Context: an optimization exercise on an open-source flow, tuned for small area. The choices shown serve that exercise and are no tape-out recipe. Where RTL was checked, it was by simulation tests only, not by an equivalence proof against the original. For run 3, only the layout was checked, not whether the RTL still works.

### design.v
module pid_fa (input a, input b, input c, output s, output co);
    assign s  = a ^ b ^ c;
    assign co = (a & b) | (a & c) | (b & c);
endmodule
module pid_ha (input a, input b, output s, output co);
    assign s  = a ^ b;
    assign co = a & b;
endmodule
module pid(
    input               reset_n,             
    input               clock,               
    input       [11:0]  target_angle,
    input       [11:0]  current_angle,
    input               pwm_enable,
    input               pwm_done,
    input               i2c_rd_done,
    input               angle_update,
    input               abort_angle,
    input               enable_stall_chk,
    output              stalled,
    input       [7:0]   kp,
    input       [3:0]   ki,
    input       [3:0]   kd,
    output      [15:0]  debug_signals,
    output reg          angle_done,
    output reg          pwm_update,
    output reg  [7:0]   pwm_ratio,
    output reg          pwm_direction
);
localparam          IDLE    = 2'b00;
localparam          ACCEL   = 2'b01;
localparam          CRUISE  = 2'b10;
localparam          DECEL   = 2'b11;
reg     [1:0]       state;
reg     [5:0]       curr_step;
reg                 rd_done, i2c_rd_done_ff;
reg     [11:0]      delta_angle;         
reg     [2:0]       seq;                 
reg     [12:0]      e;
reg                 ez;
wire    [11:0]      diff = e[11:0];
wire    [3:0]       kdz  = kd & {4{~ez}};
assign stalled = 1'b0;
assign debug_signals = {7'b0, curr_step, pwm_direction, state};
wire    [11:0]      diff_in;
wire    [12:0]      e_new;
wire    [11:0]      orp;
assign orp[0] = 1'b0;
genvar gi;
generate for (gi = 1; gi < 12; gi = gi + 1) begin : g_orp
    assign orp[gi] = orp[gi-1] | diff[gi-1];
end endgenerate
wire                dmin_dir = ~diff[11] | ~orp[11];
wire    [11:0]      dmin     = diff ^ (orp & {12{~dmin_dir}});
wire                c = (|kdz) & ~e[12] & (|e[11:0]);
wire    [23:13]     x;
    wire ds438;
    wire dc439;
    assign ds438 = current_angle[0] ^ target_angle[0];
    assign dc439 = current_angle[0] | ~target_angle[0];
    wire ds440;
    wire dc441;
    pid_fa u_ds440 (.a(current_angle[1]), .b(~target_angle[1]), .c(dc439), .s(ds440), .co(dc441));
    wire ds442;
    wire dc443;
    pid_fa u_ds442 (.a(current_angle[2]), .b(~target_angle[2]), .c(dc441), .s(ds442), .co(dc443));
    wire ds444;
    wire dc445;
    pid_fa u_ds444 (.a(current_angle[3]), .b(~target_angle[3]), .c(dc443), .s(ds444), .co(dc445));
    wire ds446;
    wire dc447;
    pid_fa u_ds446 (.a(current_angle[4]), .b(~target_angle[4]), .c(dc445), .s(ds446), .co(dc447));
    wire ds448;
    wire dc449;
    pid_fa u_ds448 (.a(current_angle[5]), .b(~target_angle[5]), .c(dc447), .s(ds448), .co(dc449));
    wire ds450;
    wire dc451;
    pid_fa u_ds450 (.a(current_angle[6]), .b(~target_angle[6]), .c(dc449), .s(ds450), .co(dc451));
    wire ds452;
    wire dc453;
    pid_fa u_ds452 (.a(current_angle[7]), .b(~target_angle[7]), .c(dc451), .s(ds452), .co(dc453));
    wire ds454;
    wire dc455;
    pid_fa u_ds454 (.a(current_angle[8]), .b(~target_angle[8]), .c(dc453), .s(ds454), .co(dc455));
    wire ds456;
    wire dc457;
    pid_fa u_ds456 (.a(current_angle[9]), .b(~target_angle[9]), .c(dc455), .s(ds456), .co(dc457));
    wire ds458;
    wire dc459;
    pid_fa u_ds458 (.a(current_angle[10]), .b(~target_angle[10]), .c(dc457), .s(ds458), .co(dc459));
    wire ds460;
    wire dc461;
    pid_fa u_ds460 (.a(current_angle[11]), .b(~target_angle[11]), .c(dc459), .s(ds460), .co(dc461));
    assign diff_in = {ds460, ds458, ds456, ds454, ds452, ds450, ds448, ds446, ds444, ds442, ds440, ds438};
    wire fs462;
    wire fc463;
    assign fs462 = ~dmin[0] ^ delta_angle[0];
    assign fc463 = ~dmin[0] & delta_angle[0];
    wire fs464;
    wire fc465;
    pid_fa u_fs464 (.a(~dmin[1]), .b(delta_angle[1]), .c(fc463), .s(fs464), .co(fc465));
    wire fs466;
    wire fc467;
    pid_fa u_fs466 (.a(~dmin[2]), .b(delta_angle[2]), .c(fc465), .s(fs466), .co(fc467));
    wire fs468;
    wire fc469;
    pid_fa u_fs468 (.a(~dmin[3]), .b(delta_angle[3]), .c(fc467), .s(fs468), .co(fc469));
    wire fs470;
    wire fc471;
    pid_fa u_fs470 (.a(~dmin[4]), .b(delta_angle[4]), .c(fc469), .s(fs470), .co(fc471));
    wire fs472;
    wire fc473;
    pid_fa u_fs472 (.a(~dmin[5]), .b(delta_angle[5]), .c(fc471), .s(fs472), .co(fc473));
    wire fs474;
    wire fc475;
    pid_fa u_fs474 (.a(~dmin[6]), .b(delta_angle[6]), .c(fc473), .s(fs474), .co(fc475));
    wire fs476;
    wire fc477;
    pid_fa u_fs476 (.a(~dmin[7]), .b(delta_angle[7]), .c(fc475), .s(fs476), .co(fc477));
    wire fs478;
    wire fc479;
    pid_fa u_fs478 (.a(~dmin[8]), .b(delta_angle[8]), .c(fc477), .s(fs478), .co(fc479));
    wire fs480;
    wire fc481;
    pid_fa u_fs480 (.a(~dmin[9]), .b(delta_angle[9]), .c(fc479), .s(fs480), .co(fc481));
    wire fs482;
    wire fc483;
    pid_fa u_fs482 (.a(~dmin[10]), .b(delta_angle[10]), .c(fc481), .s(fs482), .co(fc483));
    wire fs484;
    wire fc485;
    pid_fa u_fs484 (.a(~dmin[11]), .b(delta_angle[11]), .c(fc483), .s(fs484), .co(fc485));
    assign e_new = {fc485, ~fs484, ~fs482, ~fs480, ~fs478, ~fs476, ~fs474, ~fs472, ~fs470, ~fs468, ~fs466, ~fs464, ~fs462};
    wire p1;
    assign p1 = ~(kp[0] & delta_angle[0]);
    wire p2;
    assign p2 = ~(kp[0] & delta_angle[1]);
    wire p3;
    assign p3 = ~(kp[0] & delta_angle[2]);
    wire p4;
    assign p4 = ~(kp[0] & delta_angle[3]);
    wire p5;
    assign p5 = ~(kp[0] & delta_angle[4]);
    wire p6;
    assign p6 = ~(kp[0] & delta_angle[5]);
    wire p7;
    assign p7 = ~(kp[0] & delta_angle[6]);
    wire p8;
    assign p8 = ~(kp[0] & delta_angle[7]);
    wire p9;
    assign p9 = ~(kp[0] & delta_angle[8]);
    wire p10;
    assign p10 = ~(kp[0] & delta_angle[9]);
    wire p11;
    assign p11 = ~(kp[0] & delta_angle[10]);
    wire p12;
    assign p12 = ~(kp[0] & delta_angle[11]);
    wire p13;
    assign p13 = ~(kp[1] & delta_angle[0]);
    wire p14;
    assign p14 = ~(kp[1] & delta_angle[1]);
    wire p15;
    assign p15 = ~(kp[1] & delta_angle[2]);
    wire p16;
    assign p16 = ~(kp[1] & delta_angle[3]);
    wire p17;
    assign p17 = ~(kp[1] & delta_angle[4]);
    wire p18;
    assign p18 = ~(kp[1] & delta_angle[5]);
    wire p19;
    assign p19 = ~(kp[1] & delta_angle[6]);
    wire p20;
    assign p20 = ~(kp[1] & delta_angle[7]);
    wire p21;
    assign p21 = ~(kp[1] & delta_angle[8]);
    wire p22;
    assign p22 = ~(kp[1] & delta_angle[9]);
    wire p23;
    assign p23 = ~(kp[1] & delta_angle[10]);
    wire p24;
    assign p24 = ~(kp[1] & delta_angle[11]);
    wire p25;
    assign p25 = ~(kp[2] & delta_angle[0]);
    wire p26;
    assign p26 = ~(kp[2] & delta_angle[1]);
    wire p27;
    assign p27 = ~(kp[2] & delta_angle[2]);
    wire p28;
    assign p28 = ~(kp[2] & delta_angle[3]);
    wire p29;
    assign p29 = ~(kp[2] & delta_angle[4]);
    wire p30;
    assign p30 = ~(kp[2] & delta_angle[5]);
    wire p31;
    assign p31 = ~(kp[2] & delta_angle[6]);
    wire p32;
    assign p32 = ~(kp[2] & delta_angle[7]);
    wire p33;
    assign p33 = ~(kp[2] & delta_angle[8]);
    wire p34;
    assign p34 = ~(kp[2] & delta_angle[9]);
    wire p35;
    assign p35 = ~(kp[2] & delta_angle[10]);
    wire p36;
    assign p36 = ~(kp[2] & delta_angle[11]);
    wire p37;
    assign p37 = ~(kp[3] & delta_angle[0]);
    wire p38;
    assign p38 = ~(kp[3] & delta_angle[1]);
    wire p39;
    assign p39 = ~(kp[3] & delta_angle[2]);
    wire p40;
    assign p40 = ~(kp[3] & delta_angle[3]);
    wire p41;
    assign p41 = ~(kp[3] & delta_angle[4]);
    wire p42;
    assign p42 = ~(kp[3] & delta_angle[5]);
    wire p43;
    assign p43 = ~(kp[3] & delta_angle[6]);
    wire p44;
    assign p44 = ~(kp[3] & delta_angle[7]);
    wire p45;
    assign p45 = ~(kp[3] & delta_angle[8]);
    wire p46;
    assign p46 = ~(kp[3] & delta_angle[9]);
    wire p47;
    assign p47 = ~(kp[3] & delta_angle[10]);
    wire p48;
    assign p48 = ~(kp[3] & delta_angle[11]);
    wire p49;
    assign p49 = ~(kp[4] & delta_angle[0]);
    wire p50;
    assign p50 = ~(kp[4] & delta_angle[1]);
    wire p51;
    assign p51 = ~(kp[4] & delta_angle[2]);
    wire p52;
    assign p52 = ~(kp[4] & delta_angle[3]);
    wire p53;
    assign p53 = ~(kp[4] & delta_angle[4]);
    wire p54;
    assign p54 = ~(kp[4] & delta_angle[5]);
    wire p55;
    assign p55 = ~(kp[4] & delta_angle[6]);
    wire p56;
    assign p56 = ~(kp[4] & delta_angle[7]);
    wire p57;
    assign p57 = ~(kp[4] & delta_angle[8]);
    wire p58;
    assign p58 = ~(kp[4] & delta_angle[9]);
    wire p59;
    assign p59 = ~(kp[4] & delta_angle[10]);
    wire p60;
    assign p60 = ~(kp[4] & delta_angle[11]);
    wire p61;
    assign p61 = ~(kp[5] & delta_angle[0]);
    wire p62;
    assign p62 = ~(kp[5] & delta_angle[1]);
    wire p63;
    assign p63 = ~(kp[5] & delta_angle[2]);
    wire p64;
    assign p64 = ~(kp[5] & delta_angle[3]);
    wire p65;
    assign p65 = ~(kp[5] & delta_angle[4]);
    wire p66;
    assign p66 = ~(kp[5] & delta_angle[5]);
    wire p67;
    assign p67 = ~(kp[5] & delta_angle[6]);
    wire p68;
    assign p68 = ~(kp[5] & delta_angle[7]);
    wire p69;
    assign p69 = ~(kp[5] & delta_angle[8]);
    wire p70;
    assign p70 = ~(kp[5] & delta_angle[9]);
    wire p71;
    assign p71 = ~(kp[5] & delta_angle[10]);
    wire p72;
    assign p72 = ~(kp[5] & delta_angle[11]);
    wire p73;
    assign p73 = ~(kp[6] & delta_angle[0]);
    wire p74;
    assign p74 = ~(kp[6] & delta_angle[1]);
    wire p75;
    assign p75 = ~(kp[6] & delta_angle[2]);
    wire p76;
    assign p76 = ~(kp[6] & delta_angle[3]);
    wire p77;
    assign p77 = ~(kp[6] & delta_angle[4]);
    wire p78;
    assign p78 = ~(kp[6] & delta_angle[5]);
    wire p79;
    assign p79 = ~(kp[6] & delta_angle[6]);
    wire p80;
    assign p80 = ~(kp[6] & delta_angle[7]);
    wire p81;
    assign p81 = ~(kp[6] & delta_angle[8]);
    wire p82;
    assign p82 = ~(kp[6] & delta_angle[9]);
    wire p83;
    assign p83 = ~(kp[6] & delta_angle[10]);
    wire p84;
    assign p84 = ~(kp[6] & delta_angle[11]);
    wire p85;
    assign p85 = ~(kp[7] & delta_angle[0]);
    wire p86;
    assign p86 = ~(kp[7] & delta_angle[1]);
    wire p87;
    assign p87 = ~(kp[7] & delta_angle[2]);
    wire p88;
    assign p88 = ~(kp[7] & delta_angle[3]);
    wire p89;
    assign p89 = ~(kp[7] & delta_angle[4]);
    wire p90;
    assign p90 = ~(kp[7] & delta_angle[5]);
    wire p91;
    assign p91 = ~(kp[7] & delta_angle[6]);
    wire p92;
    assign p92 = ~(kp[7] & delta_angle[7]);
    wire p93;
    assign p93 = ~(kp[7] & delta_angle[8]);
    wire p94;
    assign p94 = ~(kp[7] & delta_angle[9]);
    wire p95;
    assign p95 = ~(kp[7] & delta_angle[10]);
    wire p96;
    assign p96 = ~(kp[7] & delta_angle[11]);
    wire q97;
    assign q97 = ~(kdz[0] & e[0]);
    wire q98;
    assign q98 = ~(kdz[0] & e[1]);
    wire q99;
    assign q99 = ~(kdz[0] & e[2]);
    wire q100;
    assign q100 = ~(kdz[0] & e[3]);
    wire q101;
    assign q101 = ~(kdz[0] & e[4]);
    wire q102;
    assign q102 = ~(kdz[0] & e[5]);
    wire q103;
    assign q103 = ~(kdz[0] & e[6]);
    wire q104;
    assign q104 = ~(kdz[0] & e[7]);
    wire q105;
    assign q105 = ~(kdz[0] & e[8]);
    wire q106;
    assign q106 = ~(kdz[0] & e[9]);
    wire q107;
    assign q107 = ~(kdz[0] & e[10]);
    wire q108;
    assign q108 = ~(kdz[0] & e[11]);
    wire q109;
    assign q109 = kdz[0] & e[12];
    wire q110;
    assign q110 = ~(kdz[1] & e[0]);
    wire q111;
    assign q111 = ~(kdz[1] & e[1]);
    wire q112;
    assign q112 = ~(kdz[1] & e[2]);
    wire q113;
    assign q113 = ~(kdz[1] & e[3]);
    wire q114;
    assign q114 = ~(kdz[1] & e[4]);
    wire q115;
    assign q115 = ~(kdz[1] & e[5]);
    wire q116;
    assign q116 = ~(kdz[1] & e[6]);
    wire q117;
    assign q117 = ~(kdz[1] & e[7]);
    wire q118;
    assign q118 = ~(kdz[1] & e[8]);
    wire q119;
    assign q119 = ~(kdz[1] & e[9]);
    wire q120;
    assign q120 = ~(kdz[1] & e[10]);
    wire q121;
    assign q121 = ~(kdz[1] & e[11]);
    wire q122;
    assign q122 = kdz[1] & e[12];
    wire q123;
    assign q123 = ~(kdz[2] & e[0]);
    wire q124;
    assign q124 = ~(kdz[2] & e[1]);
    wire q125;
    assign q125 = ~(kdz[2] & e[2]);
    wire q126;
    assign q126 = ~(kdz[2] & e[3]);
    wire q127;
    assign q127 = ~(kdz[2] & e[4]);
    wire q128;
    assign q128 = ~(kdz[2] & e[5]);
    wire q129;
    assign q129 = ~(kdz[2] & e[6]);
    wire q130;
    assign q130 = ~(kdz[2] & e[7]);
    wire q131;
    assign q131 = ~(kdz[2] & e[8]);
    wire q132;
    assign q132 = ~(kdz[2] & e[9]);
    wire q133;
    assign q133 = ~(kdz[2] & e[10]);
    wire q134;
    assign q134 = ~(kdz[2] & e[11]);
    wire q135;
    assign q135 = kdz[2] & e[12];
    wire q136;
    assign q136 = ~(kdz[3] & e[0]);
    wire q137;
    assign q137 = ~(kdz[3] & e[1]);
    wire q138;
    assign q138 = ~(kdz[3] & e[2]);
    wire q139;
    assign q139 = ~(kdz[3] & e[3]);
    wire q140;
    assign q140 = ~(kdz[3] & e[4]);
    wire q141;
    assign q141 = ~(kdz[3] & e[5]);
    wire q142;
    assign q142 = ~(kdz[3] & e[6]);
    wire q143;
    assign q143 = ~(kdz[3] & e[7]);
    wire q144;
    assign q144 = ~(kdz[3] & e[8]);
    wire q145;
    assign q145 = ~(kdz[3] & e[9]);
    wire q146;
    assign q146 = ~(kdz[3] & e[10]);
    wire q147;
    assign q147 = ~(kdz[3] & e[11]);
    wire q148;
    assign q148 = kdz[3] & e[12];
    wire s149;
    wire k150;
    pid_ha u_s149 (.a(q97), .b(c), .s(s149), .co(k150));
    wire s151;
    wire k152;
    pid_ha u_s151 (.a(q98), .b(q110), .s(s151), .co(k152));
    wire s153;
    wire k154;
    pid_ha u_s153 (.a(q99), .b(q111), .s(s153), .co(k154));
    wire s155;
    wire k156;
    pid_fa u_s155 (.a(q123), .b(k152), .c(s153), .s(s155), .co(k156));
    wire s157;
    wire k158;
    pid_ha u_s157 (.a(q100), .b(q112), .s(s157), .co(k158));
    wire s159;
    wire k160;
    pid_fa u_s159 (.a(q124), .b(q136), .c(k154), .s(s159), .co(k160));
    wire s161;
    wire k162;
    pid_fa u_s161 (.a(s157), .b(k156), .c(s159), .s(s161), .co(k162));
    wire s163;
    wire k164;
    pid_ha u_s163 (.a(p1), .b(q101), .s(s163), .co(k164));
    wire s165;
    wire k166;
    pid_fa u_s165 (.a(q113), .b(q125), .c(q137), .s(s165), .co(k166));
    wire s167;
    wire k168;
    pid_fa u_s167 (.a(k158), .b(s163), .c(s165), .s(s167), .co(k168));
    wire s169;
    wire k170;
    pid_fa u_s169 (.a(k160), .b(s167), .c(k162), .s(s169), .co(k170));
    wire s171;
    wire k172;
    pid_ha u_s171 (.a(p2), .b(p13), .s(s171), .co(k172));
    wire s173;
    wire k174;
    pid_fa u_s173 (.a(q102), .b(q114), .c(q126), .s(s173), .co(k174));
    wire s175;
    wire k176;
    pid_fa u_s175 (.a(q138), .b(k164), .c(s171), .s(s175), .co(k176));
    wire s177;
    wire k178;
    pid_fa u_s177 (.a(k166), .b(s173), .c(s175), .s(s177), .co(k178));
    wire s179;
    wire k180;
    pid_fa u_s179 (.a(k168), .b(s177), .c(k170), .s(s179), .co(k180));
    wire s181;
    wire k182;
    pid_ha u_s181 (.a(p3), .b(p14), .s(s181), .co(k182));
    wire s183;
    wire k184;
    pid_fa u_s183 (.a(p25), .b(q103), .c(q115), .s(s183), .co(k184));
    wire s185;
    wire k186;
    pid_fa u_s185 (.a(q127), .b(q139), .c(k172), .s(s185), .co(k186));
    wire s187;
    wire k188;
    pid_fa u_s187 (.a(s181), .b(k174), .c(s183), .s(s187), .co(k188));
    wire s189;
    wire k190;
    pid_fa u_s189 (.a(k176), .b(s185), .c(s187), .s(s189), .co(k190));
    wire s191;
    wire k192;
    pid_fa u_s191 (.a(k178), .b(s189), .c(k180), .s(s191), .co(k192));
    wire s193;
    wire k194;
    pid_ha u_s193 (.a(p4), .b(p15), .s(s193), .co(k194));
    wire s195;
    wire k196;
    pid_fa u_s195 (.a(p26), .b(p37), .c(q104), .s(s195), .co(k196));
    wire s197;
    wire k198;
    pid_fa u_s197 (.a(q116), .b(q128), .c(q140), .s(s197), .co(k198));
    wire s199;
    wire k200;
    pid_fa u_s199 (.a(k182), .b(s193), .c(k184), .s(s199), .co(k200));
    wire s201;
    wire k202;
    pid_fa u_s201 (.a(s195), .b(s197), .c(k186), .s(s201), .co(k202));
    wire s203;
    wire k204;
    pid_fa u_s203 (.a(k188), .b(s199), .c(s201), .s(s203), .co(k204));
    wire s205;
    wire k206;
    pid_fa u_s205 (.a(k190), .b(s203), .c(k192), .s(s205), .co(k206));
    wire s207;
    wire k208;
    pid_ha u_s207 (.a(p5), .b(p16), .s(s207), .co(k208));
    wire s209;
    wire k210;
    pid_fa u_s209 (.a(p27), .b(p38), .c(p49), .s(s209), .co(k210));
    wire s211;
    wire k212;
    pid_fa u_s211 (.a(q105), .b(q117), .c(q129), .s(s211), .co(k212));
    wire s213;
    wire k214;
    pid_fa u_s213 (.a(q141), .b(k194), .c(s207), .s(s213), .co(k214));
    wire s215;
    wire k216;
    pid_fa u_s215 (.a(k196), .b(k198), .c(s209), .s(s215), .co(k216));
    wire s217;
    wire k218;
    pid_fa u_s217 (.a(s211), .b(s213), .c(k200), .s(s217), .co(k218));
    wire s219;
    wire k220;
    pid_fa u_s219 (.a(s215), .b(k202), .c(s217), .s(s219), .co(k220));
    wire s221;
    wire k222;
    pid_fa u_s221 (.a(k204), .b(s219), .c(k206), .s(s221), .co(k222));
    wire s223;
    wire k224;
    pid_ha u_s223 (.a(p6), .b(p17), .s(s223), .co(k224));
    wire s225;
    wire k226;
    pid_fa u_s225 (.a(p28), .b(p39), .c(p50), .s(s225), .co(k226));
    wire s227;
    wire k228;
    pid_fa u_s227 (.a(p61), .b(q106), .c(q118), .s(s227), .co(k228));
    wire s229;
    wire k230;
    pid_fa u_s229 (.a(q130), .b(q142), .c(k208), .s(s229), .co(k230));
    wire s231;
    wire k232;
    pid_fa u_s231 (.a(s223), .b(k210), .c(k212), .s(s231), .co(k232));
    wire s233;
    wire k234;
    pid_fa u_s233 (.a(s225), .b(s227), .c(k214), .s(s233), .co(k234));
    wire s235;
    wire k236;
    pid_fa u_s235 (.a(s229), .b(k216), .c(s231), .s(s235), .co(k236));
    wire s237;
    wire k238;
    pid_fa u_s237 (.a(s233), .b(k218), .c(s235), .s(s237), .co(k238));
    wire s239;
    wire k240;
    pid_fa u_s239 (.a(k220), .b(s237), .c(k222), .s(s239), .co(k240));
    wire s241;
    wire k242;
    pid_ha u_s241 (.a(p7), .b(p18), .s(s241), .co(k242));
    wire s243;
    wire k244;
    pid_fa u_s243 (.a(p29), .b(p40), .c(p51), .s(s243), .co(k244));
    wire s245;
    wire k246;
    pid_fa u_s245 (.a(p62), .b(p73), .c(q107), .s(s245), .co(k246));
    wire s247;
    wire k248;
    pid_fa u_s247 (.a(q119), .b(q131), .c(q143), .s(s247), .co(k248));
    wire s249;
    wire k250;
    pid_fa u_s249 (.a(k224), .b(s241), .c(k226), .s(s249), .co(k250));
    wire s251;
    wire k252;
    pid_fa u_s251 (.a(k228), .b(s243), .c(s245), .s(s251), .co(k252));
    wire s253;
    wire k254;
    pid_fa u_s253 (.a(s247), .b(k230), .c(k232), .s(s253), .co(k254));
    wire s255;
    wire k256;
    pid_fa u_s255 (.a(s249), .b(s251), .c(k234), .s(s255), .co(k256));
    wire s257;
    wire k258;
    pid_fa u_s257 (.a(k236), .b(s253), .c(s255), .s(s257), .co(k258));
    wire s259;
    wire k260;
    pid_fa u_s259 (.a(k238), .b(s257), .c(k240), .s(s259), .co(k260));
    wire s261;
    wire k262;
    pid_ha u_s261 (.a(p8), .b(p19), .s(s261), .co(k262));
    wire s263;
    wire k264;
    pid_fa u_s263 (.a(p30), .b(p41), .c(p52), .s(s263), .co(k264));
    wire s265;
    wire k266;
    pid_fa u_s265 (.a(p63), .b(p74), .c(p85), .s(s265), .co(k266));
    wire s267;
    wire k268;
    pid_fa u_s267 (.a(q108), .b(q120), .c(q132), .s(s267), .co(k268));
    wire s269;
    wire k270;
    pid_fa u_s269 (.a(q144), .b(k242), .c(s261), .s(s269), .co(k270));
    wire s271;
    wire k272;
    pid_fa u_s271 (.a(k244), .b(k246), .c(k248), .s(s271), .co(k272));
    wire s273;
    wire k274;
    pid_fa u_s273 (.a(s263), .b(s265), .c(s267), .s(s273), .co(k274));
    wire s275;
    wire k276;
    pid_fa u_s275 (.a(s269), .b(k250), .c(k252), .s(s275), .co(k276));
    wire s277;
    wire k278;
    pid_fa u_s277 (.a(s271), .b(s273), .c(k254), .s(s277), .co(k278));
    wire s279;
    wire k280;
    pid_fa u_s279 (.a(s275), .b(k256), .c(s277), .s(s279), .co(k280));
    wire s281;
    wire k282;
    pid_fa u_s281 (.a(k258), .b(s279), .c(k260), .s(s281), .co(k282));
    wire s283;
    wire k284;
    pid_fa u_s283 (.a(p9), .b(p20), .c(p31), .s(s283), .co(k284));
    wire s285;
    wire k286;
    pid_fa u_s285 (.a(p42), .b(p53), .c(p64), .s(s285), .co(k286));
    wire s287;
    wire k288;
    pid_fa u_s287 (.a(p75), .b(p86), .c(q109), .s(s287), .co(k288));
    wire s289;
    wire k290;
    pid_fa u_s289 (.a(q121), .b(q133), .c(q145), .s(s289), .co(k290));
    wire s291;
    wire k292;
    pid_fa u_s291 (.a(k262), .b(k264), .c(k266), .s(s291), .co(k292));
    wire s293;
    wire k294;
    pid_fa u_s293 (.a(k268), .b(s283), .c(s285), .s(s293), .co(k294));
    wire s295;
    wire k296;
    pid_fa u_s295 (.a(s287), .b(s289), .c(k270), .s(s295), .co(k296));
    wire s297;
    wire k298;
    pid_fa u_s297 (.a(k272), .b(k274), .c(s291), .s(s297), .co(k298));
    wire s299;
    wire k300;
    pid_fa u_s299 (.a(s293), .b(s295), .c(k276), .s(s299), .co(k300));
    wire s301;
    wire k302;
    pid_fa u_s301 (.a(s297), .b(k278), .c(s299), .s(s301), .co(k302));
    wire s303;
    wire k304;
    pid_fa u_s303 (.a(k280), .b(s301), .c(k282), .s(s303), .co(k304));
    wire s305;
    wire k306;
    pid_fa u_s305 (.a(p10), .b(p21), .c(p32), .s(s305), .co(k306));
    wire s307;
    wire k308;
    pid_fa u_s307 (.a(p43), .b(p54), .c(p65), .s(s307), .co(k308));
    wire s309;
    wire k310;
    pid_fa u_s309 (.a(p76), .b(p87), .c(q122), .s(s309), .co(k310));
    wire s311;
    wire k312;
    pid_fa u_s311 (.a(q134), .b(q146), .c(k284), .s(s311), .co(k312));
    wire s313;
    wire k314;
    pid_fa u_s313 (.a(k286), .b(k288), .c(k290), .s(s313), .co(k314));
    wire s315;
    wire k316;
    pid_fa u_s315 (.a(s305), .b(s307), .c(s309), .s(s315), .co(k316));
    wire s317;
    wire k318;
    pid_fa u_s317 (.a(k292), .b(k294), .c(s311), .s(s317), .co(k318));
    wire s319;
    wire k320;
    pid_fa u_s319 (.a(s313), .b(s315), .c(k296), .s(s319), .co(k320));
    wire s321;
    wire k322;
    pid_fa u_s321 (.a(k298), .b(s317), .c(s319), .s(s321), .co(k322));
    wire s323;
    wire k324;
    pid_fa u_s323 (.a(k300), .b(s321), .c(k302), .s(s323), .co(k324));
    wire s325;
    wire k326;
    pid_fa u_s325 (.a(p11), .b(p22), .c(p33), .s(s325), .co(k326));
    wire s327;
    wire k328;
    pid_fa u_s327 (.a(p44), .b(p55), .c(p66), .s(s327), .co(k328));
    wire s329;
    wire k330;
    pid_fa u_s329 (.a(p77), .b(p88), .c(q135), .s(s329), .co(k330));
    wire s331;
    wire k332;
    pid_fa u_s331 (.a(q147), .b(k306), .c(k308), .s(s331), .co(k332));
    wire s333;
    wire k334;
    pid_fa u_s333 (.a(k310), .b(s325), .c(s327), .s(s333), .co(k334));
    wire s335;
    wire k336;
    pid_fa u_s335 (.a(s329), .b(k312), .c(k314), .s(s335), .co(k336));
    wire s337;
    wire k338;
    pid_fa u_s337 (.a(k316), .b(s331), .c(s333), .s(s337), .co(k338));
    wire s339;
    wire k340;
    pid_fa u_s339 (.a(k318), .b(s335), .c(s337), .s(s339), .co(k340));
    wire s341;
    wire k342;
    pid_fa u_s341 (.a(k320), .b(s339), .c(k322), .s(s341), .co(k342));
    wire s343;
    wire k344;
    pid_fa u_s343 (.a(p12), .b(p23), .c(p34), .s(s343), .co(k344));
    wire s345;
    wire k346;
    pid_fa u_s345 (.a(p45), .b(p56), .c(p67), .s(s345), .co(k346));
    wire s347;
    wire k348;
    pid_fa u_s347 (.a(p78), .b(p89), .c(q148), .s(s347), .co(k348));
    wire s349;
    wire k350;
    pid_fa u_s349 (.a(k326), .b(k328), .c(k330), .s(s349), .co(k350));
    wire s351;
    wire k352;
    pid_fa u_s351 (.a(s343), .b(s345), .c(s347), .s(s351), .co(k352));
    wire s353;
    wire k354;
    pid_fa u_s353 (.a(k332), .b(k334), .c(s349), .s(s353), .co(k354));
    wire s355;
    wire k356;
    pid_fa u_s355 (.a(s351), .b(k336), .c(k338), .s(s355), .co(k356));
    wire s357;
    wire k358;
    pid_fa u_s357 (.a(s353), .b(k340), .c(s355), .s(s357), .co(k358));
    wire s359;
    wire k360;
    pid_ha u_s359 (.a(p24), .b(p35), .s(s359), .co(k360));
    wire s361;
    wire k362;
    pid_fa u_s361 (.a(p46), .b(p57), .c(p68), .s(s361), .co(k362));
    wire s363;
    wire k364;
    pid_fa u_s363 (.a(p79), .b(p90), .c(s359), .s(s363), .co(k364));
    wire s365;
    wire k366;
    pid_fa u_s365 (.a(k344), .b(k346), .c(k348), .s(s365), .co(k366));
    wire s367;
    wire k368;
    pid_fa u_s367 (.a(s361), .b(s363), .c(k350), .s(s367), .co(k368));
    wire s369;
    wire k370;
    pid_fa u_s369 (.a(k352), .b(s365), .c(k354), .s(s369), .co(k370));
    wire s371;
    wire k372;
    pid_fa u_s371 (.a(s367), .b(s369), .c(k356), .s(s371), .co(k372));
    wire s373;
    wire k374;
    pid_ha u_s373 (.a(p36), .b(p47), .s(s373), .co(k374));
    wire s375;
    wire k376;
    pid_fa u_s375 (.a(p58), .b(p69), .c(p80), .s(s375), .co(k376));
    wire s377;
    wire k378;
    pid_fa u_s377 (.a(p91), .b(k360), .c(s373), .s(s377), .co(k378));
    wire s379;
    wire k380;
    pid_fa u_s379 (.a(k362), .b(s375), .c(k364), .s(s379), .co(k380));
    wire s381;
    wire k382;
    pid_fa u_s381 (.a(s377), .b(k366), .c(s379), .s(s381), .co(k382));
    wire s383;
    wire k384;
    pid_fa u_s383 (.a(k368), .b(s381), .c(k370), .s(s383), .co(k384));
    wire s385;
    wire k386;
    pid_ha u_s385 (.a(p48), .b(p59), .s(s385), .co(k386));
    wire s387;
    wire k388;
    pid_fa u_s387 (.a(p70), .b(p81), .c(p92), .s(s387), .co(k388));
    wire s389;
    wire k390;
    pid_fa u_s389 (.a(k374), .b(s385), .c(k376), .s(s389), .co(k390));
    wire s391;
    wire k392;
    pid_fa u_s391 (.a(s387), .b(k378), .c(s389), .s(s391), .co(k392));
    wire s393;
    wire k394;
    pid_fa u_s393 (.a(k380), .b(s391), .c(k382), .s(s393), .co(k394));
    wire s395;
    wire k396;
    pid_ha u_s395 (.a(p60), .b(p71), .s(s395), .co(k396));
    wire s397;
    wire k398;
    pid_fa u_s397 (.a(p82), .b(p93), .c(k386), .s(s397), .co(k398));
    wire s399;
    wire k400;
    pid_fa u_s399 (.a(s395), .b(k388), .c(s397), .s(s399), .co(k400));
    wire s401;
    wire k402;
    pid_fa u_s401 (.a(k390), .b(s399), .c(k392), .s(s401), .co(k402));
    wire s403;
    wire k404;
    pid_ha u_s403 (.a(p72), .b(p83), .s(s403), .co(k404));
    wire s405;
    wire k406;
    pid_fa u_s405 (.a(p94), .b(k396), .c(s403), .s(s405), .co(k406));
    wire s407;
    wire k408;
    pid_fa u_s407 (.a(k398), .b(s405), .c(k400), .s(s407), .co(k408));
    wire s409;
    wire k410;
    pid_ha u_s409 (.a(p84), .b(p95), .s(s409), .co(k410));
    wire s411;
    wire k412;
    pid_fa u_s411 (.a(k404), .b(s409), .c(k406), .s(s411), .co(k412));
    wire s413;
    wire k414;
    pid_ha u_s413 (.a(p96), .b(k410), .s(s413), .co(k414));
    wire y415;
    assign y415 = 1'b0;
    wire y416;
    assign y416 = (~k150 & ~s151) | (y415 & (~k150 | ~s151));
    wire y417;
    assign y417 = ~s155 & y416;
    wire y418;
    assign y418 = ~s161 & y417;
    wire y419;
    assign y419 = ~s169 & y418;
    wire y420;
    assign y420 = ~s179 & y419;
    wire y421;
    assign y421 = ~s191 & y420;
    wire y422;
    assign y422 = ~s205 & y421;
    wire y423;
    assign y423 = ~s221 & y422;
    wire y424;
    assign y424 = ~s239 & y423;
    wire y425;
    assign y425 = ~s259 & y424;
    wire y426;
    assign y426 = ~s281 & y425;
    wire y427;
    assign y427 = ~s303 & y426;
    assign x[13] = ~k304 ^ ~s323 ^ y427;
    wire y428;
    assign y428 = (~k304 & ~s323) | (y427 & (~k304 | ~s323));
    assign x[14] = ~k324 ^ ~s341 ^ y428;
    wire y429;
    assign y429 = (~k324 & ~s341) | (y428 & (~k324 | ~s341));
    assign x[15] = ~k342 ^ ~s357 ^ y429;
    wire y430;
    assign y430 = (~k342 & ~s357) | (y429 & (~k342 | ~s357));
    assign x[16] = ~k358 ^ ~s371 ^ y430;
    wire y431;
    assign y431 = (~k358 & ~s371) | (y430 & (~k358 | ~s371));
    assign x[17] = ~k372 ^ ~s383 ^ y431;
    wire y432;
    assign y432 = (~k372 & ~s383) | (y431 & (~k372 | ~s383));
    assign x[18] = ~k384 ^ ~s393 ^ y432;
    wire y433;
    assign y433 = (~k384 & ~s393) | (y432 & (~k384 | ~s393));
    assign x[19] = ~k394 ^ ~s401 ^ y433;
    wire y434;
    assign y434 = (~k394 & ~s401) | (y433 & (~k394 | ~s401));
    assign x[20] = ~k402 ^ ~s407 ^ y434;
    wire y435;
    assign y435 = (~k402 & ~s407) | (y434 & (~k402 | ~s407));
    assign x[21] = ~k408 ^ ~s411 ^ y435;
    wire y436;
    assign y436 = (~k408 & ~s411) | (y435 & (~k408 | ~s411));
    assign x[22] = ~k412 ^ ~s413 ^ y436;
    wire y437;
    assign y437 = (~k412 & ~s413) | (y436 & (~k412 | ~s413));
    assign x[23] = 1'b1 ^ ~k414 ^ y437;
wire    [7:0]       r5  = x[20:13];
wire    [7:0]       r6  = x[21:14];
wire    [7:0]       r7  = x[22:15];
wire    [7:0]       r8  = {x[23] ^ c, x[22:16]};
always @(posedge clock) begin
    if(seq == 3'd1)
        e <= {1'b0, diff_in};
    else if(seq == 3'd6)
        e <= e_new;
end
always @(negedge reset_n or posedge clock) begin
    if(~reset_n) begin
        angle_done          <= 1'b0;
        pwm_update          <= 1'b0;
        ez                  <= 1'b1;
        rd_done             <= 1'b0;
        i2c_rd_done_ff      <= 1'b0;
        state               <= IDLE;
        curr_step           <= 6'b0;
        pwm_ratio           <= 8'b0;
        seq                 <= 3'd0;
        delta_angle         <= 12'b0;
        pwm_direction       <= 1'b0;
    end
    else begin
        i2c_rd_done_ff  <= i2c_rd_done;
        rd_done         <= !i2c_rd_done_ff & i2c_rd_done;
        if(seq != 3'd0 || rd_done)
            seq <= seq + 3'd1;
        if(seq == 3'd6) begin
            delta_angle   <= dmin;
            pwm_direction <= dmin_dir;
            ez            <= 1'b0;
        end
        else if(rd_done)
            ez            <= 1'b1;
        case (state)
            IDLE: begin
                if(angle_update) begin
                    state       <= ACCEL;
                    angle_done  <= 1'b0;
                end
                pwm_update  <= 1'b0;
                curr_step   <= 6'b0;
                pwm_ratio   <= 8'b0;
            end
            ACCEL: begin
                if(~pwm_enable)
                    state <= IDLE;
                pwm_update  <= 1'b1;
                if(rd_done) begin
                    if(curr_step < 6'd3)        pwm_ratio <= r8;
                    else if(curr_step < 6'd5)   pwm_ratio <= r7;
                    else if(curr_step < 6'd7)   pwm_ratio <= r6;
                    else                        pwm_ratio <= r5;
                    if(curr_step != 6'b111111)
                        curr_step <= curr_step + 6'b1;
                    else
                        state <= CRUISE;
                end
            end
            CRUISE: begin
                if(~pwm_enable)
                    state <= IDLE;
                if(delta_angle < 12'd40)
                    state <= DECEL;
                pwm_ratio <= r5;
            end
            DECEL: begin
                if(~pwm_enable)
                    state <= IDLE;
                if(delta_angle > 12'd30)
                    pwm_ratio   <= r6;
                else if(delta_angle > 12'd20)
                    pwm_ratio   <= r7;
                else if(delta_angle > 12'd10) begin
                    state       <= IDLE;
                    angle_done  <= 1'b1;
                    pwm_ratio   <= r6;
                end
                else
                    pwm_ratio   <= r5;
            end
        endcase
    end
end
endmodule
### flow/run.sh
#!/bin/bash
set -euo pipefail
bash standard.sh BUFFER_PORTS_ARGS="-buffer_cell sky130_fd_sc_hd__buf_1" finish > flow_make.log 2>&1
### standard.sh
#!/bin/bash
# synth_recipe.tcl (not shown) runs the flow's synth.tcl, then flattens the netlist and writes it again
# the make line also repeats each setting of config.mk as NAME=value (left out here)
make -C /OpenROAD-flow-scripts/flow DESIGN_CONFIG=/design/flow/config.mk WORK_HOME=/design/flow/orfs CLKGATE_MAP_FILE= SYNTH_SCRIPT=/design/flow/synth_recipe.tcl "${@:-finish}"
### config.mk
export PLATFORM = sky130hd
export DESIGN_NAME = pid
export DESIGN_NICKNAME = pid
export VERILOG_FILES = /design/flow/design.v
export SDC_FILE = /design/flow/constraint.sdc
export NUM_CORES = 4
export LEC_CHECK = 0
export CAP_MARGIN = 0
export CORE_MARGIN = 2
export CORE_UTILIZATION = 40
export CTS_BUF_LIST = sky130_fd_sc_hd__clkbuf_8
export GPL_TIMING_DRIVEN = 0
export SLEW_MARGIN = 0
export SYNTH_HIERARCHICAL = 1
### constraint.sdc
create_clock -name core_clock -period 12.0 [get_ports {clock}]
set_input_delay 2.4000 -clock core_clock [delete_from_list [all_inputs] [get_ports {clock}]]
set_output_delay 2.4000 -clock core_clock [all_outputs]
set_load 0.01 [all_outputs]
==> results of run 1 <==
layout by cell type, fill, tap and decap left out, drive strengths merged, types with 2 or more instances in the layout:
master / count
or3: 5
o21a: 3
conb: 8
a22oi: 4
clkbuf: 50
inv: 41
a21oi: 28
nand2b: 3
ha: 27
nand4: 2
xor2: 12
xnor2: 3
edfxtp: 12
a22o: 3
buf: 81
or4: 2
nand3: 12
a21o: 3
nand2: 195
and3: 2
o22ai: 5
nor4: 4
and2: 5
a31oi: 3
dfrtp: 36
o31ai: 3
nor2: 26
o211ai: 5
a32oi: 6
a221oi: 2
nor3: 4
a211oi: 2
o21ai: 46
nor2b: 9
fa: 146
per-layer routing:
layer / wire [um] / vias up
met5: 0 / -
met4: 397 / 0
met1: 8540 / 2911
met3: 898 / 24
met2: 8790 / 175
li1: - / 2559
logic make-up (layout without fill, tap and decap cells):
kind of cell	after synthesis	in the layout
fa+ha+maj	173	173
xor+xnor	15	15
buf+inv	99	174
other cells	1	8
compound gates	128	128
simple gates	272	272
flops	50	50
mux	2	2
worst reg2reg max path: cells and delay by family, from the launching register on:
kind	cells	cell delay, ps
adder cells (fa/ha/maj)	21	7430
AND/OR/NAND/NOR	5	770
AO/OA/AOI/OAI	2	480
flip-flops	1	710
buffers and inverters	7	610
what timing repair did:
action / in CTS / in global routing
buffers inserted: 6 / 3
gates resized for setup: 34 / 8
endpoints found under the setup margin: 4 / 2
hold buffers: 0 / 0
pin swaps: 11 / 15
layout make-up:
class                   instances  area (um^2)
well taps                     225          282
repair buffers                 69          294
fillers                      1652         9390
clock inverters                 3         42.5
inverters                      40          150
flip-flops and latches         50         1310
multi-input cells             598         5540
plain buffers                  57          282
clock buffers                   5         68.8
Yosys stat by module, one instance, submodules excluded:
module / flip-flops and latches / copies in the design / cells / area [um^2]
pid_fa: 0 / 136 / 1 / 20.0
pid_ha: 0 / 19 / 1 / 12.5
pid: 50 / 1 / 585 / 4160
stage by stage:
stage	worst slack [ps]	cells
after floorplan	97.0	747
after global placement	-1250	1032
after detailed placement	-1280	1032
after CTS	-58.3	1046
after global routing	16.9	1047
final	300	1047
how the worst max path moves through the flow:
stage	startpoint	endpoint	slack, ps	cells past startpoint
after floorplan	kd[0]	pwm_ratio[7]	100	35
after global placement	kd[2]	pwm_ratio[7]	-1250	35
after detailed placement	kd[2]	pwm_ratio[7]	-1280	35
after CTS	kd[1]	pwm_ratio[7]	-60	36
after global routing	kd[1]	pwm_ratio[7]	20	35
final	kd[3]	pwm_ratio[7]	300	35
registers in the layout, summed over array words and instances, names as in the netlist, 2 cells and up:
signal	flops
delta_angle	12
e	13
seq	3
pwm_ratio	8
state	2
curr_step	6
==> flow_metrics.env, run 1 <==
export IMPL_run_status="timing/DRC/antenna clean"
export IMPL_synth_top_cell_area_share=0.411
export IMPL_post_synth_main_area_contributors="sky130_fd_sc_hd__fa_1, sky130_fd_sc_hd__dfrtp_1, sky130_fd_sc_hd__nand2_1"
export IMPL_placement_rows=48
export IMPL_r2r_start="ez"
export IMPL_die_w_um=137
export IMPL_finalClockSkew_ps=12.6
export IMPL_edff_count_synth=12
export IMPL_grt_pass1_vias=5939
export IMPL_postSynthAreaPerCell_um2=9.62
export IMPL_synth_top_flop_cell="sky130_fd_sc_hd__dfrtp_1"
export IMPL_routed_via_count=5669
export IMPL_via_per_inst=5.41
export IMPL_initial_core_util=0.410
export IMPL_maxSlewHeadroom=0.402
export IMPL_synth_seq_cells=50
export IMPL_clockBufferDepth=2
export IMPL_io_pins=76
export IMPL_globalRoute_busiestLayer="met2"
export IMPL_synth_yosys_warnings=7
export IMPL_drive_gt1_frac=0.0852
export IMPL_combinational_family_with_the_most_area_after_synthesis="adder cells"
export IMPL_worstSetupPathType="in -> reg"
export IMPL_slowest_delay_ps=570
export IMPL_grt_first_pass_wirelength_um=31000
export IMPL_wl_per_cell_um=17.8
export IMPL_clock_sink_count=50
export IMPL_critical_path_required_ps=12210
export IMPL_worstHoldPathType="reg -> reg"
export IMPL_iteration_0_drc_count_of_the_detailed_router=408
export IMPL_post_synthesis_share_of_cell_area_spent_on_and_or_nand_and_nor_gates=0.162
export IMPL_cp_max_fo=3
export IMPL_hold_path_sink="rd_done"
export IMPL_timing_rr_end="pwm_ratio[7]"
export IMPL_drc_errors=0
export IMPL_fmax_ghz=0.0855
export IMPL_synthesized_area_fraction_occupied_by_xor_and_xnor_cells=0.0195
export IMPL_timing_hold_worst_path_depth=1
export IMPL_syn_cell_area_um2=7120
export IMPL_clk_latency_ps=330
export IMPL_slowest_cell_on_the_critical_path="sky130_fd_sc_hd__fa_1"
export IMPL_rsz0062_at_grt="no"
export IMPL_placed_area_um2=7670
export IMPL_r2r_setup_slack_ps=1880
export IMPL_grt_util_all_layers=0.214
export IMPL_groute_layer_met3_usage=0.0166
export IMPL_setup_tns_final_ps=0
export IMPL_fp_dieArea_um2=18900
export IMPL_period_share=0.975
export IMPL_synthMuxAreaShare=0.00299
export IMPL_synth_cell_types=63
export IMPL_drt_pass1_iterations=5
export IMPL_num_antenna_cells=0
export IMPL_place_gp_congestion=0.879
export IMPL_critPathLaunchType="input port"
export IMPL_grtUsageMet2=0.348
export IMPL_nets=1042
export IMPL_hpwl_um=14700
export IMPL_clk_pin_slew_worst_paths_ps=90
export IMPL_hold_start="i2c_rd_done_ff"
export IMPL_final_hold_viol_count=0
export IMPL_critPathArrivalTime_ps=11910
export IMPL_worst_case_reg_to_reg_path_depth=35
export IMPL_ctsRootBufferMaster="sky130_fd_sc_hd__clkbuf_8"
export IMPL_grt_max_degree=38
export IMPL_crit_family="adder cells"
export IMPL_met1_usage=0.314
export IMPL_synth_compound_area_frac=0.115
export IMPL_area_growth_pct=11.9
export IMPL_synthAdderAreaFrac=0.458
export IMPL_fin_hold_ws_ps=398
export IMPL_finish_utilization=0.459
export IMPL_max_cap_violations=0
export IMPL_timing_final_crit_period_ps=11700
export IMPL_layout_cell_area_non_filler_um2=7960
export IMPL_port_buffers=60
export IMPL_path_buf_inv=7
export IMPL_synthArstFlopShare=0.740
export IMPL_worst_slew_pin_slew_ps=897
export IMPL_most_repeated_cell_in_the_gate_level_netlist_after_synthesis="sky130_fd_sc_hd__nand2_1"
export IMPL_cts_inserted_buffers=5
export IMPL_grt_overflow=0
export IMPL_synth_top_cells_by_count="sky130_fd_sc_hd__nand2_1, sky130_fd_sc_hd__fa_1, sky130_fd_sc_hd__clkbuf_1"
export IMPL_finalSetupViolCount=0
export IMPL_die_height_um=137
export IMPL_synth_area_leader_cell="sky130_fd_sc_hd__fa_1"
export IMPL_cts_tree="done"
export IMPL_antenna_found_initial=0
export IMPL_ys_seq_area_frac=0.184
export IMPL_cts_htree_levels=2
export IMPL_timing_critical_path_to_type="flop"
export IMPL_ant_nets=0
export IMPL_timing_max_transition_violations_final=0
export IMPL_postSynthCellCount=740
export IMPL_critical_path_top_cell_by_count="sky130_fd_sc_hd__fa_2"
export IMPL_detail_route_wirelength_um=18600
export IMPL_core_region_area_um2=17400
==> inputs of run 2 (changes only) <==
--- a/config.mk
+++ b/config.mk
@@ -7,3 +7,3 @@
 export LEC_CHECK = 0
-export CAP_MARGIN = 0
+export CAP_MARGIN = 20
 export CORE_MARGIN = 2
@@ -11,4 +11,3 @@
 export CTS_BUF_LIST = sky130_fd_sc_hd__clkbuf_8
-export GPL_TIMING_DRIVEN = 0
-export SLEW_MARGIN = 0
+export SLEW_MARGIN = 20
 export SYNTH_HIERARCHICAL = 1
==> flow_metrics.env, run 2 <==
export IMPL_synth_seq_cells=50
export IMPL_period_share=0.963
export IMPL_worst_slew_pin_slew_ps=944
export IMPL_synth_yosys_warnings=7
export IMPL_placed_area_um2=7550
export IMPL_critPathLaunchType="input port"
export IMPL_maxSlewHeadroom=0.371
export IMPL_post_synth_main_area_contributors="sky130_fd_sc_hd__fa_1, sky130_fd_sc_hd__dfrtp_1, sky130_fd_sc_hd__nand2_1"
export IMPL_cts_tree="done"
export IMPL_grt_util_all_layers=0.205
export IMPL_cp_max_fo=4
export IMPL_layout_cell_area_non_filler_um2=7750
export IMPL_iteration_0_drc_count_of_the_detailed_router=500
export IMPL_worstSetupPathType="in -> reg"
export IMPL_edff_count_synth=12
export IMPL_clockBufferDepth=2
export IMPL_critPathArrivalTime_ps=11780
export IMPL_area_growth_pct=8.88
export IMPL_timing_max_transition_violations_final=0
export IMPL_placement_rows=48
export IMPL_core_region_area_um2=17400
export IMPL_largest_registers="e: 13 flops, delta_angle: 12 flops, pwm_ratio: 8 flops"
export IMPL_cts_htree_levels=2
export IMPL_timing_critical_path_to_type="flop"
export IMPL_finalSetupViolCount=0
export IMPL_place_gp_congestion=0.837
export IMPL_r2r_start="ez"
export IMPL_worstSetupStartpoint="kd[1]"
export IMPL_worst_case_reg_to_reg_path_depth=34
export IMPL_hpwl_um=13800
export IMPL_fp_dieArea_um2=18900
export IMPL_wl_per_cell_um=17.6
export IMPL_final_cell_mix="sky130_fd_sc_hd__nand2_1, sky130_fd_sc_hd__fa_1, sky130_fd_sc_hd__buf_1"
export IMPL_synth_top_flop_cell="sky130_fd_sc_hd__dfrtp_1"
export IMPL_slowest_delay_ps=580
export IMPL_drt_pass1_iterations=5
export IMPL_critical_path_top_cell_by_count="sky130_fd_sc_hd__fa_2"
export IMPL_syn_cell_area_um2=7120
export IMPL_critical_path_cell_count=35
export IMPL_grt_first_pass_wirelength_um=29600
export IMPL_post_place_ws_ps=-702
export IMPL_timing_rr_end="pwm_ratio[7]"
export IMPL_grt_overflow=0
export IMPL_die_w_um=137
export IMPL_critical_path_required_ps=12230
export IMPL_crit_family="adder cells"
export IMPL_finalClockSkew_ps=12.5
export IMPL_port_buffers=60
export IMPL_routed_via_count=5454
export IMPL_postSynthAreaPerCell_um2=9.62
export IMPL_path_buf_inv=7
export IMPL_worstHoldPathType="reg -> reg"
export IMPL_clk_pin_slew_worst_paths_ps=100
export IMPL_synth_area_leader_cell="sky130_fd_sc_hd__fa_1"
export IMPL_grt_max_degree=38
export IMPL_run_status="timing/DRC/antenna clean"
export IMPL_drive_gt1_frac=0.0783
export IMPL_timing_final_crit_period_ps=11550
export IMPL_synth_top_cells_by_count="sky130_fd_sc_hd__nand2_1, sky130_fd_sc_hd__fa_1, sky130_fd_sc_hd__clkbuf_1"
export IMPL_most_common_cell_after_layout_fill_and_taps_aside="sky130_fd_sc_hd__nand2_1"
export IMPL_most_repeated_cell_in_the_gate_level_netlist_after_synthesis="sky130_fd_sc_hd__nand2_1"
export IMPL_num_antenna_cells=0
export IMPL_max_cap_violations=0
export IMPL_max_reg_flops=13
export IMPL_timing_critical_path_to="pwm_ratio[7]"
export IMPL_cts_inserted_buffers=5
export IMPL_postSynthCellCount=740
export IMPL_fillers=1673
export IMPL_die_height_um=137
export IMPL_via_per_inst=5.43
export IMPL_final_hold_viol_count=0
export IMPL_timing_final_ws_setup_ps=450
export IMPL_grt_pass1_vias=5737
export IMPL_largest_register="e"
export IMPL_ctsRootBufferMaster="sky130_fd_sc_hd__clkbuf_8"
export IMPL_clock_sink_count=50
export IMPL_ys_seq_area_frac=0.184
export IMPL_antenna_found_initial=0
export IMPL_rsz0062_at_grt="yes"
export IMPL_initial_core_util=0.410
export IMPL_synth_top_cell_area_share=0.411
export IMPL_slowest_cell_on_the_critical_path="sky130_fd_sc_hd__fa_1"
export IMPL_drc_errors=0
export IMPL_detail_route_wirelength_um=17700
export IMPL_ant_nets=0
export IMPL_synthArstFlopShare=0.740
export IMPL_nets=999
export IMPL_r2r_setup_slack_ps=2140
export IMPL_synth_cell_types=63
export IMPL_fmax_ghz=0.0866
export IMPL_clk_latency_ps=340
export IMPL_io_pins=76
[run 2: cells by family (layout without fill, tap and decap cells)]
logic type      after synthesis  in the layout  synth area share
compound gates              128            128             0.115
simple gates                272            272             0.162
fa+ha+maj                   173            173             0.458
mux                           2              2           0.00299
xor+xnor                     15             15            0.0195
other cells                   1              8          0.000527
buf+inv                      99            131            0.0582
flops                        50             50             0.184
[run 2: layout make-up]
cell class              count  area, um^2  area share
clock buffers               5        68.8     0.00888
clock inverters             3        48.8     0.00630
inverters                  40         150      0.0194
multi-input cells         598        5490       0.709
flip-flops and latches     50        1310       0.169
well taps                 225         282      0.0363
repair buffers             83         399      0.0515
[run 2: Yosys stat by module, one instance, submodules excluded]
module	times used	flops+latches	cells inside
pid_ha	19	0	1
pid	1	50	585
pid_fa	136	0	1
[run 2: per-layer routing]
metal,up-vias,share of wire,track usage
li1,2474,-,-
met5,-,0,0
met1,2766,0.44,0.283
met2,183,0.49,0.347
met4,0,0.019,0.0510
met3,31,0.046,0.0235
[run 2: worst reg2reg max path, delay by kind of cell, from the launching register on]
family / cells / cell delay [ps]
compound gates: 2 / 430
fa+ha+maj: 21 / 7620
buf+inv: 6 / 470
flops: 1 / 670
simple gates: 5 / 560
[run 2: how the worst min path moves through the flow]
stage	depth (start not counted)	from	slack, ps	to
CTS	1	i2c_rd_done_ff	400	rd_done
global route	1	i2c_rd_done_ff	410	rd_done
floorplan	1	i2c_rd_done_ff	380	rd_done
finish	1	i2c_rd_done_ff	400	rd_done
detailed placement	1	i2c_rd_done_ff	390	rd_done
global placement	1	i2c_rd_done_ff	390	rd_done
[run 2: per-stage QoR]
step	cells	TNS, ps	hold WS [ps]	util
after floorplan	747	0	378	-
after global placement	994	-1230	385	0.435
after detailed placement	994	-1540	387	0.435
after CTS	1003	0	401	0.445
after global routing	1004	-50.6	411	0.446
final	1004	0	396	0.446
[run 2: what timing repair did]
| item | 4_1_cts | 5_1_grt |
|---|---|---|
| setup buffers | 1 | 1 |
| endpoints found under the setup margin | 2 | 3 |
| hold endpoints to repair | 0 | 0 |
| gates resized for setup | 16 | 5 |
| pin swaps | 8 | 8 |
| hold buffers | 0 | 0 |
| gates cloned | 0 | 0 |
==> inputs of run 3 (changes only) <==
--- a/design.v
+++ b/design.v
@@ -884,6 +884,16 @@
     assign x[23] = 1'b1 ^ ~k414 ^ y437;
-wire    [7:0]       r5  = x[20:13];
-wire    [7:0]       r6  = x[21:14];
-wire    [7:0]       r7  = x[22:15];
-wire    [7:0]       r8  = {x[23] ^ c, x[22:16]};
+wire    [10:0]      xx = {x[23] ^ c, x[22:13]};
+reg     [1:0]       sh;
+always @(*) begin
+    if(state == ACCEL)
+        sh = (curr_step < 6'd3) ? 2'd3 : (curr_step < 6'd5) ? 2'd2 :
+             (curr_step < 6'd7) ? 2'd1 : 2'd0;
+    else if(state == DECEL)
+        sh = (delta_angle > 12'd30) ? 2'd1 : (delta_angle > 12'd20) ? 2'd2 :
+             (delta_angle > 12'd10) ? 2'd1 : 2'd0;
+    else
+        sh = 2'd0;
+end
+wire    [9:0]       xs1 = sh[0] ? xx[10:1] : xx[9:0];
+wire    [7:0]       rsel = sh[1] ? xs1[9:2] : xs1[7:0];
 always @(posedge clock) begin
@@ -935,6 +945,3 @@
                 if(rd_done) begin
-                    if(curr_step < 6'd3)        pwm_ratio <= r8;
-                    else if(curr_step < 6'd5)   pwm_ratio <= r7;
-                    else if(curr_step < 6'd7)   pwm_ratio <= r6;
-                    else                        pwm_ratio <= r5;
+                    pwm_ratio <= rsel;
                     if(curr_step != 6'b111111)
@@ -950,3 +957,3 @@
                     state <= DECEL;
-                pwm_ratio <= r5;
+                pwm_ratio <= rsel;
             end
@@ -955,13 +962,7 @@
                     state <= IDLE;
-                if(delta_angle > 12'd30)
-                    pwm_ratio   <= r6;
-                else if(delta_angle > 12'd20)
-                    pwm_ratio   <= r7;
-                else if(delta_angle > 12'd10) begin
+                pwm_ratio <= rsel;
+                if(delta_angle <= 12'd20 && delta_angle > 12'd10) begin
                     state       <= IDLE;
                     angle_done  <= 1'b1;
-                    pwm_ratio   <= r6;
                 end
-                else
-                    pwm_ratio   <= r5;
             end
==> flow_metrics.env, run 3 <==
export IMPL_initial_core_util=0.408
export IMPL_edff_count_synth=12
export IMPL_iteration_0_drc_count_of_the_detailed_router=293
export IMPL_synth_top_cells_by_count="sky130_fd_sc_hd__nand2_1, sky130_fd_sc_hd__fa_1, sky130_fd_sc_hd__dfrtp_1"
export IMPL_post_place_ws_ps=-706
export IMPL_synth_top_cell_area_share=0.432
export IMPL_maxSlewHeadroom=0.363
export IMPL_drt_pass1_iterations=7
export IMPL_cts_hold_repair_buffers=0
export IMPL_ctsRootBufferMaster="sky130_fd_sc_hd__clkbuf_8"
export IMPL_finalClockSkew_ps=11.9
export IMPL_ant_nets=0
export IMPL_layout_cell_area_non_filler_um2=7350
export IMPL_r2r_setup_slack_ps=1960
export IMPL_timing_critical_path_to_type="flop"
export IMPL_placement_rows=47
export IMPL_finalSetupViolCount=0
export IMPL_worst_slew_pin_slew_ps=955
export IMPL_post_synth_main_area_contributors="sky130_fd_sc_hd__fa_1, sky130_fd_sc_hd__dfrtp_1, sky130_fd_sc_hd__nand2_1"
export IMPL_grt_util_all_layers=0.197
export IMPL_fmax_ghz=0.0858
export IMPL_max_cap_violations=0
export IMPL_clk_pin_slew_worst_paths_ps=100
export IMPL_placed_area_um2=7180
export IMPL_final_hold_viol_count=0
export IMPL_critPathArrivalTime_ps=11890
export IMPL_critical_path_required_ps=12230
export IMPL_finish_utilization=0.443
export IMPL_timing_rr_end="pwm_ratio[7]"
export IMPL_run_status="timing/DRC/antenna clean"
export IMPL_worstSetupPathType="in -> reg"
export IMPL_core_region_area_um2=16600
export IMPL_slowest_cell_on_the_critical_path="sky130_fd_sc_hd__fa_1"
export IMPL_clk_latency_ps=320
export IMPL_worstHoldPathType="reg -> reg"
export IMPL_critical_path_top_cell_by_count="sky130_fd_sc_hd__fa_2"
export IMPL_fp_dieArea_um2=18000
export IMPL_num_antenna_cells=0
export IMPL_regArea_um2=1310
export IMPL_synth_area_leader_cell="sky130_fd_sc_hd__fa_1"
export IMPL_most_repeated_cell_in_the_gate_level_netlist_after_synthesis="sky130_fd_sc_hd__nand2_1"
export IMPL_synth_top_flop_cell="sky130_fd_sc_hd__dfrtp_1"
export IMPL_final_cell_mix="sky130_fd_sc_hd__nand2_1, sky130_fd_sc_hd__fa_1, sky130_fd_sc_hd__buf_1"
export IMPL_antenna_found_initial=0
export IMPL_synth_yosys_warnings=7
export IMPL_period_share=0.971
export IMPL_syn_cell_area_um2=6770
export IMPL_area_growth_pct=8.62
export IMPL_postSynthAreaPerCell_um2=10.2
export IMPL_grt_max_degree=38
export IMPL_nets=924
export IMPL_timing_max_transition_violations_final=0
export IMPL_largest_registers="e: 13 flops, delta_angle: 12 flops, pwm_ratio: 8 flops"
export IMPL_wl_per_cell_um=18.1
export IMPL_drc_errors=0
export IMPL_grt_overflow=0
export IMPL_count_of_placed_standard_cells_in_the_final_layout_fillers_left_out=924
export IMPL_r2r_start="ez"
export IMPL_grt_first_pass_wirelength_um=27600
export IMPL_grt_pass1_vias=5577
export IMPL_io_pins=76
export IMPL_cts_tree="done"
export IMPL_timing_final_crit_period_ps=11660
export IMPL_fin_hold_ws_ps=408
export IMPL_detail_route_wirelength_um=16700
export IMPL_via_per_inst=5.30
export IMPL_worstSetupStartpoint="kd[1]"
export IMPL_timing_critical_path_to="pwm_ratio[7]"
export IMPL_synth_seq_cells=50
export IMPL_multi_input_comb_area_um2=5210
export IMPL_fillers=1601
export IMPL_cts_htree_levels=2
export IMPL_most_common_cell_after_layout_fill_and_taps_aside="sky130_fd_sc_hd__nand2_1"
export IMPL_place_gp_congestion=0.840
export IMPL_critPathLaunchType="input port"
export IMPL_timing_final_ws_setup_ps=343
export IMPL_routed_via_count=4894
export IMPL_die_height_um=134
export IMPL_rsz0062_at_grt="no"
export IMPL_clockBufferDepth=2
export IMPL_synthArstFlopShare=0.740
export IMPL_max_reg_flops=13
export IMPL_largest_register="e"
export IMPL_worst_case_reg_to_reg_path_depth=32
export IMPL_postSynthCellCount=662
export IMPL_cp_max_fo=5
export IMPL_cts_inserted_buffers=5
export IMPL_clock_sink_count=50
export IMPL_port_buffers=60
export IMPL_synth_cell_types=54
export IMPL_hpwl_um=13300
export IMPL_slowest_delay_ps=570
export IMPL_die_w_um=134
export IMPL_drive_gt1_frac=0.0866
export IMPL_ys_seq_area_frac=0.193
export IMPL_dp_cells=915
==> run 3: cell types whose count changed after synthesis, sizes merged, moves of 5 or more <==
cell,delta
nand2,-15
a32oi,-6
nand2b,+5
and2,+5
a21boi,+5
buf,+6
nand3,-5
o21ai,-22
clkbuf,-14
inv,-12
a21oi,-7
==> run 3: critical path: cells and delay by family <==
family / cells / cell delay [ps]
AOI/OAI and AO/OA: 1 / 190
xor gates and xnor gates: 2 / 260
adders and majority gates: 21 / 7830
buffers and inverters: 3 / 240
muxes: 1 / 270
and+or+nand+nor: 4 / 680
==> run 3: per-module statistics from Yosys (local to each module, per instance) <==
module  cells inside  flip-flops and latches  copies in the design  area, um^2
pid              507                      50                     1        3800
pid_fa             1                       0                   136        20.0
pid_ha             1                       0                    19        12.5
==> run 3: layout make-up <==
type / count / area share
clock buffer: 5 / 0.00936
clock inverter: 3 / 0.00238
timing repair buffer: 78 / 0.0497
tap: 220 / 0.0375
inverter: 28 / 0.0143
sequential: 50 / 0.178
multi-input combinational: 540 / 0.709
==> run 3: worst min-delay path by stage <==
| stage | endpoint | slack (ps) | startpoint | depth (start not counted) |
|---|---|---|---|---|
| floorplan | rd_done | 380 | i2c_rd_done_ff | 1 |
| finish | rd_done | 410 | i2c_rd_done_ff | 1 |
| CTS | rd_done | 410 | i2c_rd_done_ff | 1 |
| global route | rd_done | 420 | i2c_rd_done_ff | 1 |
| global placement | rd_done | 390 | i2c_rd_done_ff | 1 |
| detailed placement | rd_done | 400 | i2c_rd_done_ff | 1 |
==> run 3: repair_timing <==
| item | CTS | global route |
|---|---|---|
| cloned | 0 | 0 |
| pin swaps | 4 | 6 |
| gates resized for setup | 17 | 7 |
| setup endpoints to repair | 2 | 2 |
| setup buffers | 1 | 0 |
==> run 3: cells by family (layout without fill, tap and decap cells) <==
| family | after synthesis | count (layout) | synth area share |
|---|---|---|---|
| buffers and inverters | 79 | 114 | 0.0523 |
| other | 1 | 8 | 0.000554 |
| DFF | 50 | 50 | 0.193 |
| xor gates and xnor gates | 15 | 15 | 0.0194 |
| adders and majority gates | 173 | 173 | 0.482 |
| AOI/OAI and AO/OA | 80 | 80 | 0.0782 |
| muxes | 7 | 7 | 0.0117 |
| and+or+nand+nor | 257 | 257 | 0.163 |
==> run 3: through the flow <==
| step | TNS [ps] |
|---|---|
| detailed placement | -1320 |
| CTS | 0 |
| floorplan | 0 |
| global route | 0 |
| finish | 0 |
| global placement | -751 |
==> run 3: metal layers <==
metal / routed length, um / vias to the layer above / GRT usage
met2: 8430 / 141 / 0.332
met5: 0 / - / 0
met3: 872 / 32 / 0.0302
met1: 6920 / 2539 / 0.263
li1: - / 2182 / -
met4: 470 / 0 / 0.0620

==> port drivers added, routing unchanged <==
How much do the figures lean on ideal ports? The routed layouts below were timed once more, with nothing changed but the port constraints.
Step 1 (the two cells are an assumption about what drives the block):
set clk [get_ports {clock}]
set_driving_cell -lib_cell sky130_fd_sc_hd__clkbuf_16 $clk
set_driving_cell -lib_cell sky130_fd_sc_hd__buf_2 [delete_from_list [all_inputs] $clk]
Step 2, shift: input delay + t, output delay - t, t = (earliest + latest rising clock arrival at the registers) / 2. This alone moves slack from input paths to output paths.
Slacks: no drivers / after step 1 / after step 2; pairs: no drivers / after step 1.
run | t (ns) | setup WS [ns] | worst slew at a driven data input, ns
run 1 | 0.356 | 0.300 / 0.311 / -0.045 | 0.03
run 2 | 0.367 | 0.450 / 0.462 / 0.094 | 0.04
run 3 | 0.342 | 0.343 / 0.328 / -0.014 | 0.05
With both steps, setup timing fails in run 1 and run 3, where it was met with ideal ports. The setup slack of run 3, which loses most, moves by -0.015 ns with the drivers and by -0.357 ns with both steps.
